From an optimization exercise on the open Yosys and OpenROAD flow, aimed at small area; shortcuts taken in it are not production practice. Function was checked by simulation only, so behaviour that the tests miss may differ from the original. No activity file was given, so power comes from the tool's default toggle rates.

Setup of v42:
==> flow/design.v <==
module spimaster (
    input  wire        clk,
    input  wire        rst_n,
    input  wire        start,
    input  wire        load,
    input  wire [11:0] data_in,
    input  wire [3:0]  clk_div,
    output wire        busy,
    output wire        spi_cs_n,
    output reg         spi_sclk,
    output reg         spi_mosi
);
    localparam [4:0] P_IDLE = 5'd0;
    localparam [4:0] P_T0 = 5'd1;
    localparam [4:0] P_T1A = 5'd2;
    localparam [4:0] P_T1B = 5'd3;
    localparam [4:0] P_T2 = 5'd4;
    localparam [4:0] P_T3 = 5'd5;
    localparam [4:0] P_T4 = 5'd6;
    localparam [4:0] P_T5 = 5'd7;
    localparam [4:0] P_T6 = 5'd8;
    localparam [4:0] P_T7 = 5'd9;
    localparam [4:0] P_T8 = 5'd10;
    localparam [4:0] P_T9 = 5'd11;
    localparam [4:0] P_T10 = 5'd12;
    localparam [4:0] P_T11 = 5'd13;
    localparam [4:0] P_T12 = 5'd14;
    localparam [4:0] P_T13 = 5'd15;
    localparam [4:0] P_T14 = 5'd16;
    localparam [4:0] P_T15 = 5'd17;
    localparam [4:0] P_T16 = 5'd18;
    localparam [4:0] P_FIN = 5'd19;
    reg  [4:0]  P;
    reg  [3:0]  cnt;
    reg  [11:0] sr;
    wire zc   = (cnt == 4'd0);
    wire fall = zc & spi_sclk;
    always @(posedge clk or negedge rst_n) begin
        if (!rst_n) begin
            P <= P_IDLE;
        end else begin
            case (P)
            P_IDLE: if (start) P <= P_T0;
            P_T0:   P <= P_T1A;
            P_T1A:  P <= P_T1B;
            P_T1B: if (fall) P <= P_T2;
            P_T2: if (fall) P <= P_T3;
            P_T3: if (fall) P <= P_T4;
            P_T4: if (fall) P <= P_T5;
            P_T5: if (fall) P <= P_T6;
            P_T6: if (fall) P <= P_T7;
            P_T7: if (fall) P <= P_T8;
            P_T8: if (fall) P <= P_T9;
            P_T9: if (fall) P <= P_T10;
            P_T10: if (fall) P <= P_T11;
            P_T11: if (fall) P <= P_T12;
            P_T12: if (fall) P <= P_T13;
            P_T13: if (fall) P <= P_T14;
            P_T14: if (fall) P <= P_T15;
            P_T15: if (fall) P <= P_T16;
            P_T16: if (fall) P <= P_FIN;
            default: P <= P_IDLE;
            endcase
        end
    end
    assign busy     = (P != P_IDLE);
    assign spi_cs_n = ~busy;
    always @(posedge clk)
        cnt <= ((P == P_T0) || (cnt >= clk_div)) ? 4'd0 : cnt + 4'd1;
    always @(posedge clk or negedge rst_n) begin
        if (!rst_n) begin
            spi_sclk <= 1'b0;
            spi_mosi <= 1'b0;
        end else begin
            spi_sclk <= ((P == P_T1B) | (P == P_T2) | (P == P_T3) | (P == P_T4) | (P == P_T5) | (P == P_T6) | (P == P_T7) | (P == P_T8) | (P == P_T9) | (P == P_T10) | (P == P_T11) | (P == P_T12) | (P == P_T13) | (P == P_T14) | (P == P_T15) | (P == P_T16)) & (spi_sclk ^ zc);
            if (((P == P_IDLE) | (P == P_T0) | (P == P_FIN)))
                spi_mosi <= 1'b0;
            else if (fall && ((P == P_T2) | (P == P_T3) | (P == P_T4) | (P == P_T5) | (P == P_T6) | (P == P_T7) | (P == P_T8) | (P == P_T9) | (P == P_T10) | (P == P_T11) | (P == P_T12) | (P == P_T13) | (P == P_T14) | (P == P_T15)))
                spi_mosi <= ((P == P_T2) | (P == P_T3)) | sr[11];
        end
    end
    always @(posedge clk) begin
        if (load && ((P == P_IDLE) | (P == P_T16) | (P == P_FIN)))
            sr <= data_in;
        else if (fall && ((P == P_T4) | (P == P_T5) | (P == P_T6) | (P == P_T7) | (P == P_T8) | (P == P_T9) | (P == P_T10) | (P == P_T11) | (P == P_T12) | (P == P_T13) | (P == P_T14) | (P == P_T15)))
            sr <= {sr[10:0], 1'b0};
    end
endmodule
module spimaster_top (
    input  wire       clk,
    input  wire       rst_btn,
    input  wire [1:0] mode_sw,
    input  wire       start_btn,
    input  wire [3:0] clk_div_sw,
    input  wire [7:0] data_sw,
    output wire       led_busy,
    output wire [1:0] led_mode,
    output wire       spi_cs_n,
    output wire       spi_sclk,
    output wire       spi_mosi
);
    reg rst_btn_sync;
    always @(posedge clk) rst_btn_sync <= rst_btn;
    wire rst_n = rst_btn_sync;
    localparam [20-1:0] DINV = 20'd699050;
    localparam [20-1:0] DEND = 20'd801525;
    reg  [20-1:0] deb_q;
    reg             start_btn_sync;
    reg             start_pulse;
    wire [20-1:0] deb_s   = deb_q ^ DINV;
    wire            differ  = start_btn ^ start_btn_sync;
    wire            deb_end = (deb_s == DEND);
    wire            accept  = differ & deb_end;
    wire            deb_clr = ~rst_n | ~differ | deb_end;
    wire [20-1:0] deb_nx  = {deb_s[20-2:0], ~(deb_s[19] ^ deb_s[16])};
    always @(posedge clk) begin
        deb_q          <= deb_clr ? DINV : (deb_nx ^ DINV);
        start_btn_sync <= rst_n & (start_btn_sync ^ accept);
        start_pulse    <= rst_n & accept & start_btn;
    end
    localparam [23-1:0] AINV = 23'd2796202;
    reg  [23-1:0] auto_q;
    wire [23-1:0] auto_s  = auto_q ^ AINV;
    wire            auto_lo = (auto_s[23-2:0] == {(23-1){1'b0}});
    wire            auto_z  = auto_lo & ~auto_s[23-1];
    wire            auto_clr = ~rst_n | (mode_sw == 2'b00);
    wire [23-1:0] auto_nx = {auto_s[23-2:0], auto_s[22] ^ auto_s[17] ^ auto_lo};
    always @(posedge clk)
        auto_q <= auto_clr ? AINV : (auto_nx ^ AINV);
    wire spi_busy;
    wire auto_go = auto_z & ~spi_busy;
    reg [5:0] ramp;
    reg [5:0] sidx;
    always @(posedge clk or negedge rst_n) begin
        if (!rst_n) begin
            ramp <= 6'd0;
            sidx <= 6'd0;
        end else begin
            if (mode_sw == 2'b10 && auto_go) ramp <= ramp + 6'd1;
            if (mode_sw == 2'b11 && auto_go) sidx <= sidx + 6'd1;
        end
    end
    reg [11:0] sine;
    always @(*) begin
        case (sidx)
            6'd0:  sine = 12'd2048;
            6'd1:  sine = 12'd2448;
            6'd2:  sine = 12'd2831;
            6'd3:  sine = 12'd3185;
            6'd4:  sine = 12'd3495;
            6'd5:  sine = 12'd3750;
            6'd6:  sine = 12'd3939;
            6'd7:  sine = 12'd4056;
            6'd8:  sine = 12'd4095;
            6'd9:  sine = 12'd4056;
            6'd10: sine = 12'd3939;
            6'd11: sine = 12'd3750;
            6'd12: sine = 12'd3495;
            6'd13: sine = 12'd3185;
            6'd14: sine = 12'd2831;
            6'd15: sine = 12'd2448;
            6'd16: sine = 12'd2048;
            6'd17: sine = 12'd1648;
            6'd18: sine = 12'd1265;
            6'd19: sine = 12'd911;
            6'd20: sine = 12'd601;
            6'd21: sine = 12'd346;
            6'd22: sine = 12'd157;
            6'd23: sine = 12'd40;
            6'd24: sine = 12'd0;
            6'd25: sine = 12'd40;
            6'd26: sine = 12'd157;
            6'd27: sine = 12'd346;
            6'd28: sine = 12'd601;
            6'd29: sine = 12'd911;
            6'd30: sine = 12'd1265;
            6'd31: sine = 12'd1648;
            default: sine = 12'd2048;
        endcase
    end
    reg [11:0] pattern;
    always @(*) begin
        case (mode_sw)
            2'b00:   pattern = {4'h0, data_sw};
            2'b01:   pattern = 12'h000;
            2'b10:   pattern = {ramp, 6'd0};
            default: pattern = sine;
        endcase
    end
    reg [1:0] ctrl;
    wire trig = (ctrl == 2'b00) &
                ((mode_sw == 2'b00) ? start_pulse : auto_go);
    always @(posedge clk or negedge rst_n) begin
        if (!rst_n)
            ctrl <= 2'b00;
        else case (ctrl)
            2'b00:   if (trig) ctrl <= 2'b01;
            2'b01:   ctrl <= 2'b11;
            default: ctrl <= spi_busy ? 2'b10 : 2'b00;
        endcase
    end
    spimaster spi_inst (
        .clk(clk),
        .rst_n(rst_n),
        .start(ctrl == 2'b11),
        .load(trig),
        .data_in(pattern),
        .clk_div(clk_div_sw),
        .busy(spi_busy),
        .spi_cs_n(spi_cs_n),
        .spi_sclk(spi_sclk),
        .spi_mosi(spi_mosi)
    );
    assign led_busy = spi_busy;
    assign led_mode = mode_sw;
endmodule
export LEC_CHECK = 0
export CAP_MARGIN = 20
export CORE_MARGIN = 2
export CORE_UTILIZATION = 40
export SLEW_MARGIN = 20
create_clock -name core_clock -period 10.0 [get_ports {clk}]
standard.sh (not shown) runs the stock make flow with config.mk's settings and CLKGATE_MAP_FILE= SYNTH_SCRIPT=/design/flow/synth_recipe.tcl, a recipe that flattens the netlist after the stock synthesis.
==> flow/flow/run.sh <==
#!/bin/bash
# Own layout flow: the standard layout (standard.sh) with these changes:
#  - clock tree: large sink clusters and no dummy loads (flow/cts_args.txt).
# Each tool's output is in orfs/logs/; make's own output in standard_make.log.
set -euo pipefail
W=$(pwd)
export MY_ABC_SCRIPT="$W/flow/area.abc"
export CTS_ARGS="$(cat "$W/flow/cts_args.txt")"
if [[ -f "$W/flow/port_args.txt" ]]; then
  export BUFFER_PORTS_ARGS="$(cat "$W/flow/port_args.txt")"
fi
bash standard.sh SYNTH_SCRIPT="$W/flow/area_synth.tcl" finish > "$W/standard_make.log" 2>&1
==> flow/flow/area.abc <==
strash
&get -n
&deepsyn -I 4 -J 50
&put
dch -f
amap
topo
==> flow/flow/area_synth.tcl <==
# synth_recipe.tcl, with ABC run on flow/area.abc (no delay target) instead of
# the script and -D ORFS's synth.tcl passes it.
proc abc {args} {
  set new {}
  set skip 0
  foreach a $args {
    if {$skip} { set skip 0; continue }
    if {$a eq "-script" || $a eq "-D"} { set skip 1; continue }
    lappend new $a
  }
  yosys abc -script $::env(MY_ABC_SCRIPT) {*}$new
}
source [file join [file dirname [file normalize [info script]]] .. synth_recipe.tcl]
==> flow/flow/cts_args.txt <==
-sink_clustering_enable -repair_clock_nets -dont_use_dummy_load -sink_clustering_size 100 -sink_clustering_max_diameter 500 -buf_list {sky130_fd_sc_hd__clkbuf_8 sky130_fd_sc_hd__clkbuf_16}
v42 completed every stage of the flow, and the final layout passed the timing, DRC and antenna checks.
Changes in v45 relative to v42:
==> flow/flow/port_args.txt (new file) <==
-buffer_cell sky130_fd_sc_hd__buf_1
==> comparison <==
Diff v42 -> v45 | total length of routed met2 wires | up by a few percent
Taking v42 as the reference, in v45 post-route worst setup slack grew by 770 ps, post-detailed-route wirelength per cell about even, sequential power essentially unchanged.
[inputs] v46 vs v45
# v45
export LEC_CHECK = 0
export CAP_MARGIN = 20
export CORE_MARGIN = 2
export CORE_UTILIZATION = 40
export SLEW_MARGIN = 20
create_clock -name core_clock -period 10.0 [get_ports {clk}]
# v46
export LEC_CHECK = 0
export CAP_MARGIN = 20
export CORE_MARGIN = 2
export CORE_UTILIZATION = 70
export CTS_BUF_LIST = sky130_fd_sc_hd__clkbuf_4 sky130_fd_sc_hd__clkbuf_8
export CTS_CLUSTER_DIAMETER = 60
export CTS_CLUSTER_SIZE = 20
export PLACE_DENSITY = 0.8
export SLEW_MARGIN = 20
create_clock -name core_clock -period 10.0 [get_ports {clk}]
==> flow/run.sh (new file) <==
#!/bin/bash
# synth_recipe.tcl (not shown) runs the flow's synth.tcl, then flattens the netlist and writes it again
# the make line also repeats each setting of config.mk as NAME=value (left out here)
make -C /OpenROAD-flow-scripts/flow DESIGN_CONFIG=/design/flow/config.mk WORK_HOME=/design/flow/orfs CLKGATE_MAP_FILE= SYNTH_SCRIPT=/design/flow/synth_recipe.tcl finish
removed: flow/flow/run.sh
removed: flow/flow/area.abc
removed: flow/flow/area_synth.tcl
removed: flow/flow/cts_args.txt
removed: flow/flow/port_args.txt
removed: flow/standard.sh
The detailed-route wire length per cell in v46 was higher than what v45 gave.
Changes observed in v46 relative to v45: leakage component of the power up 20%; number of signal-net buffers in the layout went up; power density over cell area has decreased; final-stage net count -about 1.5%; switching component of the power now smaller.
v46 was carried through to the last stage, and its layout satisfied the timing, DRC and antenna checks.
v45 has a higher clock skew than v46.
Between v46 and v45, cell count is higher for v45, v46 comes in under that.
The setup slack of v46 is smaller than that of v45.

job 6977:
RTL: the design.v shown in full above, as it stands there.
clock: 10.0 ns
lec_check: 0
cap_margin: 20
core_margin: 2
core_utilization: 40
slew_margin: 20
==> flow/flow/run.sh <==
#!/bin/bash
# Own layout flow: the standard layout (standard.sh) with these changes:
#  - clock tree: large sink clusters and no dummy loads (flow/cts_args.txt).
# Each tool's output is in orfs/logs/; make's own output in standard_make.log.
set -euo pipefail
W=$(pwd)
export MY_ABC_SCRIPT="$W/flow/area.abc"
export CTS_ARGS="$(cat "$W/flow/cts_args.txt")"
if [[ -f "$W/flow/port_args.txt" ]]; then
  export BUFFER_PORTS_ARGS="$(cat "$W/flow/port_args.txt")"
fi
bash standard.sh SYNTH_SCRIPT="$W/flow/area_synth.tcl" finish > "$W/standard_make.log" 2>&1
==> flow/flow/area.abc <==
strash
&get -n
&deepsyn -I 4 -J 50
&put
dch -f
amap
topo
==> flow/flow/area_synth.tcl <==
# synth_recipe.tcl, with ABC run on flow/area.abc (no delay target) instead of
# the script and -D ORFS's synth.tcl passes it.
proc abc {args} {
  set new {}
  set skip 0
  foreach a $args {
    if {$skip} { set skip 0; continue }
    if {$a eq "-script" || $a eq "-D"} { set skip 1; continue }
    lappend new $a
  }
  yosys abc -script $::env(MY_ABC_SCRIPT) {*}$new
}
source [file join [file dirname [file normalize [info script]]] .. synth_recipe.tcl]
==> flow/flow/cts_args.txt <==
-sink_clustering_enable -repair_clock_nets -dont_use_dummy_load -sink_clustering_size 100 -sink_clustering_max_diameter 500 -buf_list {sky130_fd_sc_hd__clkbuf_16}
==> flow/flow/port_args.txt <==
-buffer_cell sky130_fd_sc_hd__buf_1
Job 6977 went all the way through synthesis, placement and routing and the layout is clean on timing, DRC and antenna.
#### Input delta (job 7262 over job 6977)
==> flow/run.sh (new file) <==
#!/bin/bash
# synth_recipe.tcl (not shown) runs the flow's synth.tcl, then flattens the netlist and writes it again
# the make line also repeats each setting of config.mk as NAME=value (left out here)
make -C /OpenROAD-flow-scripts/flow DESIGN_CONFIG=/design/flow/config.mk WORK_HOME=/design/flow/orfs CLKGATE_MAP_FILE= SYNTH_SCRIPT=/design/flow/synth_recipe.tcl finish
removed: flow/flow/run.sh
removed: flow/flow/area.abc
removed: flow/flow/area_synth.tcl
removed: flow/flow/cts_args.txt
removed: flow/flow/port_args.txt
removed: flow/standard.sh
Between job 6977 and job 7262, the xor/xnor cell area share of the yosys netlist is lower for job 6977. The run showing the greater portion of netlist area occupied by mux cells is job 7262. Cmp job 7262 vs job 6977: combinational fraction of design power lower in job 7262.
[inputs] job 7093 vs job 7262
==> flow/flow/run.sh (new file) <==
#!/bin/bash
# Own layout flow: the standard layout (standard.sh) with these changes:
#  - clock tree: large sink clusters and no dummy loads (flow/cts_args.txt).
# Each tool's output is in orfs/logs/; make's own output in standard_make.log.
set -euo pipefail
W=$(pwd)
export MY_ABC_SCRIPT="$W/flow/area.abc"
export CTS_ARGS="$(cat "$W/flow/cts_args.txt")"
if [[ -f "$W/flow/port_args.txt" ]]; then
  export BUFFER_PORTS_ARGS="$(cat "$W/flow/port_args.txt")"
fi
bash standard.sh SYNTH_SCRIPT="$W/flow/area_synth.tcl" finish > "$W/standard_make.log" 2>&1
==> flow/flow/area.abc (new file) <==
strash
&get -n
&deepsyn -I 4 -J 50
&put
dch -f
amap
topo
==> flow/flow/area_synth.tcl (new file) <==
# synth_recipe.tcl, with ABC run on flow/area.abc (no delay target) instead of
# the script and -D ORFS's synth.tcl passes it.
proc abc {args} {
  set new {}
  set skip 0
  foreach a $args {
    if {$skip} { set skip 0; continue }
    if {$a eq "-script" || $a eq "-D"} { set skip 1; continue }
    lappend new $a
  }
  yosys abc -script $::env(MY_ABC_SCRIPT) {*}$new
}
source [file join [file dirname [file normalize [info script]]] .. synth_recipe.tcl]
==> flow/flow/cts_args.txt (new file) <==
-repair_clock_nets -dont_use_dummy_load -buf_list {sky130_fd_sc_hd__clkbuf_4 sky130_fd_sc_hd__clkbuf_8 sky130_fd_sc_hd__clkbuf_16}
==> flow/flow/port_args.txt (new file) <==
-buffer_cell sky130_fd_sc_hd__buf_1
==> flow/standard.sh (new file) <==
#!/bin/bash
# synth_recipe.tcl (not shown) runs the flow's synth.tcl, then flattens the netlist and writes it again
# the make line also repeats each setting of config.mk as NAME=value (left out here)
make -C /OpenROAD-flow-scripts/flow DESIGN_CONFIG=/design/flow/config.mk WORK_HOME=/design/flow/orfs CLKGATE_MAP_FILE= SYNTH_SCRIPT=/design/flow/synth_recipe.tcl "${@:-finish}"
removed: flow/run.sh
## What came out
Relative to job 7262, cell area after layout has gone down in job 7093. Of the two values seen for biggest cell category by area in the final layout, multi-input gates was produced by job 7262 and registers by job 7093. Diff job 7262 -> job 7093: layout overhead on the synthesized area fell by 2.9 points, wire length of the first global-routing pass fell by about 5.5%. Job 7093 ended up with a lower number of DRC violations after detailed-routing iteration 0 than job 7262 did.

==> afterwards: timing with drivers on the ports <==
The results above use ideal ports. As a check the final layouts listed here were re-extracted and re-timed, cells and wires unchanged. Step 1: set_driving_cell puts a clkbuf_16 on clk and a buf_2 on each other input, an assumption about the parent block. Step 2 adds t to the input delays and takes it off the output delays; t is the mean of the earliest and latest rising clock arrival at the registers after step 1. Input paths then give back, and output paths get back, about the clock's delay inside the block. Three values: no drivers, after step 1, after step 2; two values: the first two.
| run | shift t [ns] | slack for setup (ns) | worst register clock-pin slew, ns | worst data-port slew with drivers (ns) | pins driven straight from the clock port |
|---|---|---|---|---|---|
| v42 | 0.364 | 4.868 / 4.844 / 4.844 | 0.10 / 0.10 | 0.04 | 1 |
| v45 | 0.366 | 5.637 / 5.615 / 5.615 | 0.09 / 0.09 | 0.03 | 1 |
| v46 | 0.376 | 4.731 / 4.709 / 4.709 | 0.09 / 0.09 | 0.03 | 1 |
| job 6977 | 0.359 | 5.640 / 5.618 / 5.618 | 0.07 / 0.07 | 0.03 | 1 |
| job 7262 | 0.374 | 4.736 / 4.707 / 4.707 | 0.08 / 0.08 | 0.06 | 1 |
| job 7093 | 0.366 | 5.637 / 5.615 / 5.615 | 0.09 / 0.09 | 0.03 | 1 |
After both steps setup and hold are still met in every run listed. The setup slack of job 7262, which loses most, moves by -0.029 ns with the drivers and by -0.029 ns with both steps.
